Background: an optimization exercise with open tools, aiming at small area. Do not read the settings as production practice.
Only simulation tests tie the RTL to the original design; equivalence was not proved.
Power is estimated from default activity; no workload was simulated.

v26:
// chasi
module chasi(
    input clk,
    input reset,
    input w_button2, w_button3, w_button4,
    output [6:0] ss1, ss3, ss4, ss5, ss6, ss7, ss8
);
Size in the first run: ~54 flip-flops, about 54 I/O pins, ~2300 um^2 of cells after synthesis.
export LEC_CHECK = 0
export ABC_AREA = 1
export CAP_MARGIN = 20
export CORE_MARGIN = 2
export CORE_UTILIZATION = 40
export SLEW_MARGIN = 20
create_clock -name core_clock -period 10.0 [get_ports {clk}]
standard.sh (not shown) runs the stock make flow with config.mk's settings and CLKGATE_MAP_FILE= SYNTH_SCRIPT=/design/flow/synth_recipe.tcl, a recipe that flattens the netlist after the stock synthesis.
==> flow/flow/run.sh <==
#!/bin/bash
# Own layout flow: the standard flow (standard.sh) with three changes that only make the
# layout smaller:
#  - synthesis is the standard flow's own synthesis script, except that ABC maps with flow/abc.script
#    (area-oriented mapping, no delay-driven buffering or upsizing);
#  - ports are buffered with sky130_fd_sc_hd__buf_1 instead of the default buffer cell;
#  - clock tree synthesis uses small clock buffers and no dummy loads.
# Each tool's full output goes to the log files of ORFS (orfs/logs/...) and to make.log here.
set -euo pipefail
W=$PWD
cat > "$W/own_synth.tcl" <<EOF
proc abc {args} {
  set i [lsearch -exact \$args -script]
  if { \$i >= 0 } { lset args [expr { \$i + 1 }] $W/flow/abc.script }
  yosys abc {*}\$args
}
source $W/synth_recipe.tcl
EOF
CTS="-sink_clustering_enable -repair_clock_nets -dont_use_dummy_load"
bash "$W/standard.sh" \
  "SYNTH_SCRIPT=$W/own_synth.tcl" \
  "BUFFER_PORTS_ARGS=-buffer_cell sky130_fd_sc_hd__buf_1" \
  "CTS_ARGS=$CTS" \
  finish > "$W/make.log" 2>&1
==> flow/flow/abc.script <==
strash
dch -f
amap
topo
Looking at the reports, v26 completed the entire flow and the layout it produced met the timing, design-rule and antenna checks.
Here is what was changed in the inputs of v28 compared with v26.
--- a/flow/design.v
+++ b/flow/design.v
@@ -34,54 +34,53 @@
 wire button3 = ~_button3 & __button3;
 wire button4 = ~_button4 & __button4;
 always @(posedge clk) begin
     __button2 <= reset & ~w_button2;
     __button3 <= reset & ~w_button3;
     __button4 <= reset & ~w_button4;
     _button2 <= __button2;
     _button3 <= __button3;
     _button4 <= __button4;
 end
 reg [8:0] clock_counter;
-wire [8:0] pc = clock_counter ^ 9'b010101010;
-always @(posedge clk) clock_counter <= (~reset ? 9'b000000001 : {pc[7:0], pc[1] ^ pc[8] ^ (pc[0] & ~pc[4] & pc[7])}) ^ 9'b010101010;
-wire tick = (~pc[0] & ~pc[2] & ~pc[3] & ~pc[4] & ~pc[5] & ~pc[6] & ~pc[7] & ~pc[8]);
+always @(posedge clk) clock_counter <= ~reset ? 9'b000000001 : {clock_counter[7:0], clock_counter[1] ^ clock_counter[8] ^ (clock_counter[0] & ~clock_counter[4] & clock_counter[7])};
+wire tick = (~clock_counter[0] & ~clock_counter[2] & ~clock_counter[3] & ~clock_counter[4] & ~clock_counter[5] & ~clock_counter[6] & ~clock_counter[7] & ~clock_counter[8]);
 reg active;
 reg [6:0] counter;
 always @(posedge clk) counter <= (~reset | ~active) ? 7'b0001101 : tick ? {counter[5:0], counter[1] ^ counter[6] ^ (counter[0] & ~counter[4])} : counter;
 wire c99 = (~counter[0] & counter[1] & counter[2] & ~counter[3] & ~counter[6]);
 reg [5:0] blink_counter;
 always @(posedge clk) blink_counter <= ~reset ? 6'b101110 : tick ? {blink_counter[4:0], blink_counter[0] ^ blink_counter[5] ^ (~blink_counter[1] & blink_counter[2])} : blink_counter;
 wire ev = tick & (blink_counter[0] & ~blink_counter[1] & blink_counter[4] & ~blink_counter[5]);
+reg [1:0] holdoff;
+always @(posedge clk) begin
+    holdoff[0] <= reset & ~button4 & (holdoff[0] | ev);
+    holdoff[1] <= reset & ~button4 & (holdoff[1] | (holdoff[0] & ev));
+end
+wire tog = ev & holdoff[1];
 reg [1:0] change_counter;
 always @(posedge clk) begin
     active <= ~reset | (active ^ button2);
     change_counter <= ~reset ? 2'd0 : button3 ? {change_counter[0], ~change_counter[0] & ~change_counter[1]} : change_counter;
 end
 wire sel0 = ~change_counter[0] & ~change_counter[1];
 wire sel1 = change_counter[0];
 wire sel2 = change_counter[1];
+reg [2:0] blink;
+wire force1 = ~reset | button4 | active;
+always @(posedge clk) begin
+    blink[0] <= force1 | ~sel0 | (blink[0] ^ tog);
+    blink[1] <= force1 | ~sel1 | (blink[1] ^ tog);
+    blink[2] <= force1 | ~sel2 | (blink[2] ^ tog);
+end
 wire run_inc = tick & c99;
-reg [1:0] blink_state;
-reg sel_changed;
-wire blank_on = blink_state[1] & ~blink_state[0];
-wire clr_blink = ~reset | button4;
-always @(posedge clk) begin
-    blink_state[1] <= ~clr_blink & (blink_state[1] | (blink_state[0] & ev));
-    blink_state[0] <= ~clr_blink & (blink_state[1] ? (active | ((blink_state[0] | sel_changed) ^ ev)) : (blink_state[0] | ev));
-    sel_changed <= button3;
-end
-wire [2:0] blink;
-assign blink[0] = ~blank_on | ~(sel_changed ? sel1 : sel0);
-assign blink[1] = ~blank_on | ~(sel_changed ? sel2 : sel1);
-assign blink[2] = ~blank_on | ~(sel_changed ? sel0 : sel2);
 wire inc_s = active ? run_inc : sel0 & button4;
 reg [3:0] sec0;
 wire [3:0] sec0_succ = {((sec0[0] & sec0[1]) | (~sec0[1] & ~sec0[3]) | (~sec0[1] & sec0[2])), ((~sec0[0]) | (~sec0[2] & ~sec0[3])), ((sec0[1] & ~sec0[2]) | (~sec0[0] & sec0[1]) | (~sec0[1] & sec0[2])), ((sec0[2] & ~sec0[3]) | (~sec0[1] & sec0[3]))};
 wire sec0_last = ((~sec0[2] & ~sec0[3]));
 always @(posedge clk) sec0 <= ~reset ? 4'b1100 : inc_s ? sec0_succ : sec0;
 wire inc_s1 = inc_s & sec0_last;
 reg [2:0] sec1;
 wire [2:0] sec1_succ = {((sec1[0])), ((sec1[2])), ((~sec1[1]))};
 wire sec1_last = ((~sec1[0] & sec1[2]));
 always @(posedge clk) sec1 <= ~reset ? 3'b010 : inc_s1 ? sec1_succ : sec1;
 wire inc_m = active ? run_inc & sec0_last & sec1_last : sel1 & button4;
Notes after the runs:
Compared with v26, in v28 routed via count went down by 59; core utilization grew by 0.52 points; final critical path time including I/O delays and setup shrank by 84 ps; setup slack went up; sequential power climbed about 3%.
v28 ended up with counter[3] as its endpoint of the worst setup timing path; v26 ended up with counter[2].
Against v26, die extent in y in v28 rose slightly.

==> port drivers added, routing unchanged <==
How much do the figures lean on ideal ports? The routed layouts below were timed once more, with nothing changed but the port constraints. Step 1: set_driving_cell puts a clkbuf_16 on clk and a buf_2 on each other input, an assumption about the parent block. Step 2, shift: input delay + t, output delay - t, t = (earliest + latest rising clock arrival at the registers) / 2. This alone moves slack from input paths to output paths. Three values: ideal ports, drivers, drivers and shift; two values: the first two.
run | shift t [ns] | slack for setup (ns) | worst hold slack (ns) | latest minus earliest clock arrival (ns) | worst register clock-pin slew, ns
v26 | 0.320 | 5.784 / 5.783 / 5.463 | 0.350 / 0.350 / 0.350 | 0.012 / 0.012 | 0.09 / 0.09
v28 | 0.314 | 5.868 / 5.872 / 5.559 | 0.350 / 0.350 / 0.350 | 0.009 / 0.009 | 0.09 / 0.09
After both steps every run listed still meets setup and hold. The setup slack of v26, which loses most, moves by -0.001 ns with the drivers and by -0.321 ns with both steps.
